From an optimization exercise on the open Yosys and OpenROAD flow, aimed at small area, a short achievable clock period and few clock cycles per item; shortcuts taken in it are not production practice.
Where RTL was checked, it was by simulation tests only, not by an equivalence proof against the original.

==> inputs of run a <==
## cordic_vec_top
module cordic_vec_top (
    input  logic clk,
    input  logic rst_n,
    input  logic in_valid,
    output logic in_ready,
    input  logic signed [15:0] x_start,
    input  logic signed [15:0] y_start,
    output logic out_valid,
    input  logic out_ready,
    output logic signed [15:0] mag,
    output logic signed [31:0] theta
);
clock: 9.0 ns
lec_check: 0
abc_clock_period_in_ps: 2000
cap_margin: 20
core_margin: 2
core_utilization: 40
cts_cluster_diameter: 80
cts_cluster_size: 20
setup_slack_margin: 5
slew_margin: 20
standard.sh (not shown) runs the stock make flow with config.mk's settings and CLKGATE_MAP_FILE= SYNTH_SCRIPT=/design/flow/synth_recipe.tcl, a recipe that flattens the netlist after the stock synthesis.
==> flow/flow/run.sh <==
#!/bin/bash
# Own flow: the standard synthesis and layout (standard.sh), but with the
# post-synthesis / post-CTS / post-route repair_timing aiming at a larger
# setup margin (the clock period and all constraints stay the design's).
set -euo pipefail
MARGIN=$(cat flow/margin.txt)
bash standard.sh synth > synth.log 2>&1
# same make command as standard.sh, with SETUP_SLACK_MARGIN raised
CMD=$(grep '^make ' standard.sh | sed -e 's/"\${@:-finish}"//' -e "s/SETUP_SLACK_MARGIN=[^ ]*//")
eval "$CMD SETUP_SLACK_MARGIN=$MARGIN finish" > layout.log 2>&1
RES=$(ls -d orfs/results/*/cordic_vec_top/base)
: # left out here: write the final layout as DEF
==> flow/flow/margin.txt <==
6.0
==> inputs of run b, as changes to run a <==
==> flow/flow/margin.txt (replaced) <==
5.9
- CTS_CLUSTER_DIAMETER: 80 -> 90
- CTS_CLUSTER_SIZE: 20 -> 25
==> qor summary <==
| item | run a | run b |
|---|---|---|
| Run status | timing/DRC/antenna clean | timing/DRC/antenna clean |
| Fillcell total | 9744 | 9853 |
| Signed area change from the synthesized netlist to the final layout | 14.3% | 12.3% |
| Final weighted congestion in routability-driven placement | 0.869 | 0.868 |
| Cell Count, Final, Fillers Out | 5115 | 5048 |
| Wire length of the first global-routing pass | 132000 um | 131000 um |
| DRT Wirelength | 83900 um | 81500 um |
| Met3 usage in global routing | 1.64% | 1.55% |
| Detailed-placement wirelength estimate | 60000 um | 59700 um |
| Pin count of the biggest net entering global routing | 115 | 169 |
| Category of the critical setup timing path | reg -> reg | reg -> out |
| Crit path arrival time | 3.49 ns | 1.27 ns |
| Area taken by multi-input logic gates | 21100 um2 | 20800 um2 |
Testbench counts of run a, summed over its fixed seeds: cycles 16,136, items 16,000.
Testbench counts of run b, summed over its fixed seeds: cycles 16,136, items 16,000.

---

==> pepper <==
cordic_vec_top, a different RTL version from the one above (not shown whole).
==> flow/config.mk <==
export PLATFORM = sky130hd
export DESIGN_NAME = cordic_vec_top
export DESIGN_NICKNAME = cordic_vec_top
export VERILOG_FILES = /design/flow/design.v
export SDC_FILE = /design/flow/constraint.sdc
export NUM_CORES = 4
export LEC_CHECK = 0
export ABC_CLOCK_PERIOD_IN_PS = 2000
export CAP_MARGIN = 20
export CORE_MARGIN = 2
export CORE_UTILIZATION = 40
export CTS_CLUSTER_DIAMETER = 80
export CTS_CLUSTER_SIZE = 20
export SETUP_SLACK_MARGIN = 5
export SLEW_MARGIN = 20
==> flow/constraint.sdc <==
create_clock -name core_clock -period 9.0 [get_ports {clk}]
set_input_delay 1.8000 -clock core_clock [delete_from_list [all_inputs] [get_ports {clk}]]
set_output_delay 1.8000 -clock core_clock [all_outputs]
set_load 0.01 [all_outputs]
==> flow/flow/margin.txt <==
5.8
Scripts as last shown in full above: flow/flow/run.sh
==> fjord: changes against pepper <==
--- a/flow/design.v
+++ b/flow/design.v
@@ -8,20 +8,20 @@
     output logic out_valid,
     input  logic out_ready,
     output logic signed [15:0] mag,
     output logic signed [31:0] theta
 );
-    logic k_v, o_v, adv;
-    assign adv = ~k_v;
-    assign in_ready = adv;
-    logic o_en;
-    assign o_en = ~o_v | out_ready;
+    logic i_v, o_v, adv;
+    assign adv = ~o_v | out_ready;
+    assign in_ready = ~i_v;
+    logic [15:0] i_x, i_y;
+    always_ff @(posedge clk) if (~i_v) begin i_x <= x_start; i_y <= y_start; end
     logic [15:0] s0_x, s0_y;
     logic s0_v;
     logic [15:0] e_x, e_y;
-    assign e_x = x_start;
-    assign e_y = y_start;
+    assign e_x = i_v ? i_x : x_start;
+    assign e_y = i_v ? i_y : y_start;
     logic e_xn, e_yn, e_xz, e_yz, e_sf;
     assign e_xn = e_x[15]; assign e_yn = e_y[15];
     assign e_xz = (e_x == 16'd0); assign e_yz = (e_y == 16'd0);
     assign e_sf = (~e_xn & ~e_xz & ~e_yn) | (e_xn & (e_yn | e_yz));
     logic s0_cyn, s0_cxn, s0_d0;
@@ -3852,15 +3852,15 @@
             s11_v <= 1'b0;
             s12_v <= 1'b0;
             s13_v <= 1'b0;
             s14_v <= 1'b0;
             s15_v <= 1'b0;
-            k_v <= 1'b0;
+            i_v <= 1'b0;
             o_v <= 1'b0;
         end else begin
             if (adv) begin
-                s0_v <= in_valid;
+                s0_v <= i_v | in_valid;
                 s1_v <= s0_v;
                 s2_v <= s1_v;
                 s3_v <= s2_v;
                 s4_v <= s3_v;
                 s5_v <= s4_v;
@@ -3872,21 +3872,17 @@
                 s11_v <= s10_v;
                 s12_v <= s11_v;
                 s13_v <= s12_v;
                 s14_v <= s13_v;
                 s15_v <= s14_v;
+                o_v <= s15_v;
             end
-            k_v <= ~o_en & (k_v | s15_v);
-            if (o_en) o_v <= k_v | s15_v;
+            i_v <= ~adv & (i_v | in_valid);
         end
     end
-    logic [15:0] k_mag, o_mag;
-    logic [31:0] k_theta, o_theta;
-    always_ff @(posedge clk) if (adv) begin k_mag <= f_mag; k_theta <= f_theta; end
-    always_ff @(posedge clk) if (o_en) begin
-        o_mag <= k_v ? k_mag : f_mag;
-        o_theta <= k_v ? k_theta : f_theta;
-    end
+    logic [15:0] o_mag;
+    logic [31:0] o_theta;
+    always_ff @(posedge clk) if (adv) begin o_mag <= f_mag; o_theta <= f_theta; end
     assign out_valid = o_v;
     assign mag = o_mag;
     assign theta = o_theta;
 endmodule
==> flow/flow/margin.txt (replaced) <==
6
--- a/flow/config.mk
+++ b/flow/config.mk
@@ -7,9 +7,9 @@
 export LEC_CHECK = 0
 export ABC_CLOCK_PERIOD_IN_PS = 2000
 export CAP_MARGIN = 20
 export CORE_MARGIN = 2
 export CORE_UTILIZATION = 40
-export CTS_CLUSTER_DIAMETER = 80
-export CTS_CLUSTER_SIZE = 20
+export CTS_CLUSTER_DIAMETER = 100
+export CTS_CLUSTER_SIZE = 30
 export SETUP_SLACK_MARGIN = 5
 export SLEW_MARGIN = 20
==> flow_metrics.py <==
metrics = {
    "timing": {
        "finalCritPeriodShare_pct": 38.5,
    },
    "cells_and_area": {
        "largest_cell_class_by_area": "flip-flops and latches",
    },
    "setup_path": {
        "r2r-start": "s13_y[5]",
    },
    "floorplan": {
        "design.die.area_mm2": 0.113,
    },
    "outcome": {
        "run_status": "complete, no violations",
    },
}
-- figures above: pepper

==> flow_metrics.py <==
metrics = {
    "clock_tree": {
        "cts_buffers": 37,
        "tritoncts": "yes",
    },
    "setup_path": {
        "critPathKind": "reg2reg",
        "r2r-start": "s0_y[15]",
    },
    "worst_hold_path": {
        "timing.hold.worst.start": "s7_d[3]",
        "min-delay-path-class": "reg2reg",
    },
    "outcome": {
        "run_status": "complete, no violations",
    },
    "floorplan": {
        "design.die.area_mm2": 0.112,
    },
}
-- figures above: fjord

Testbench counts of fjord, summed over its fixed seeds: cycles 16,136, items 16,000.
The RTL of pepper was laid out without a check of its function.

afterwards: timing with drivers on the ports:
No port has a modelled driver above. Below, the same layouts with a new extraction and two added sets of constraints.
Step 1: set_driving_cell puts a clkbuf_16 on clk and a buf_2 on each other input, an assumption about the parent block.
Step 2, shift: input delay + t, output delay - t, t = (earliest + latest rising clock arrival at the registers) / 2. This alone moves slack from input paths to output paths.
Three values: no drivers, after step 1, after step 2; two values: the first two.
run | shift t [ns] | setup WS [ns] | worst setup path after step 2 | slew at the worst register clock pin (ns)
run a | 0.693 | 5.879 / 5.850 / 5.564 | input to register | 0.09 / 0.09
run b | 0.693 | 5.932 / 5.866 / 5.595 | input to register | 0.10 / 0.10
pepper | 0.711 | 5.532 / 5.532 / 5.404 | input to register | 0.09 / 0.09
fjord | 0.673 | 5.845 / 5.840 / 5.353 | input to register | 0.12 / 0.12
After both steps every run listed still meets setup and hold. The setup slack of fjord, which loses most, moves by -0.005 ns with the drivers and by -0.492 ns with both steps.
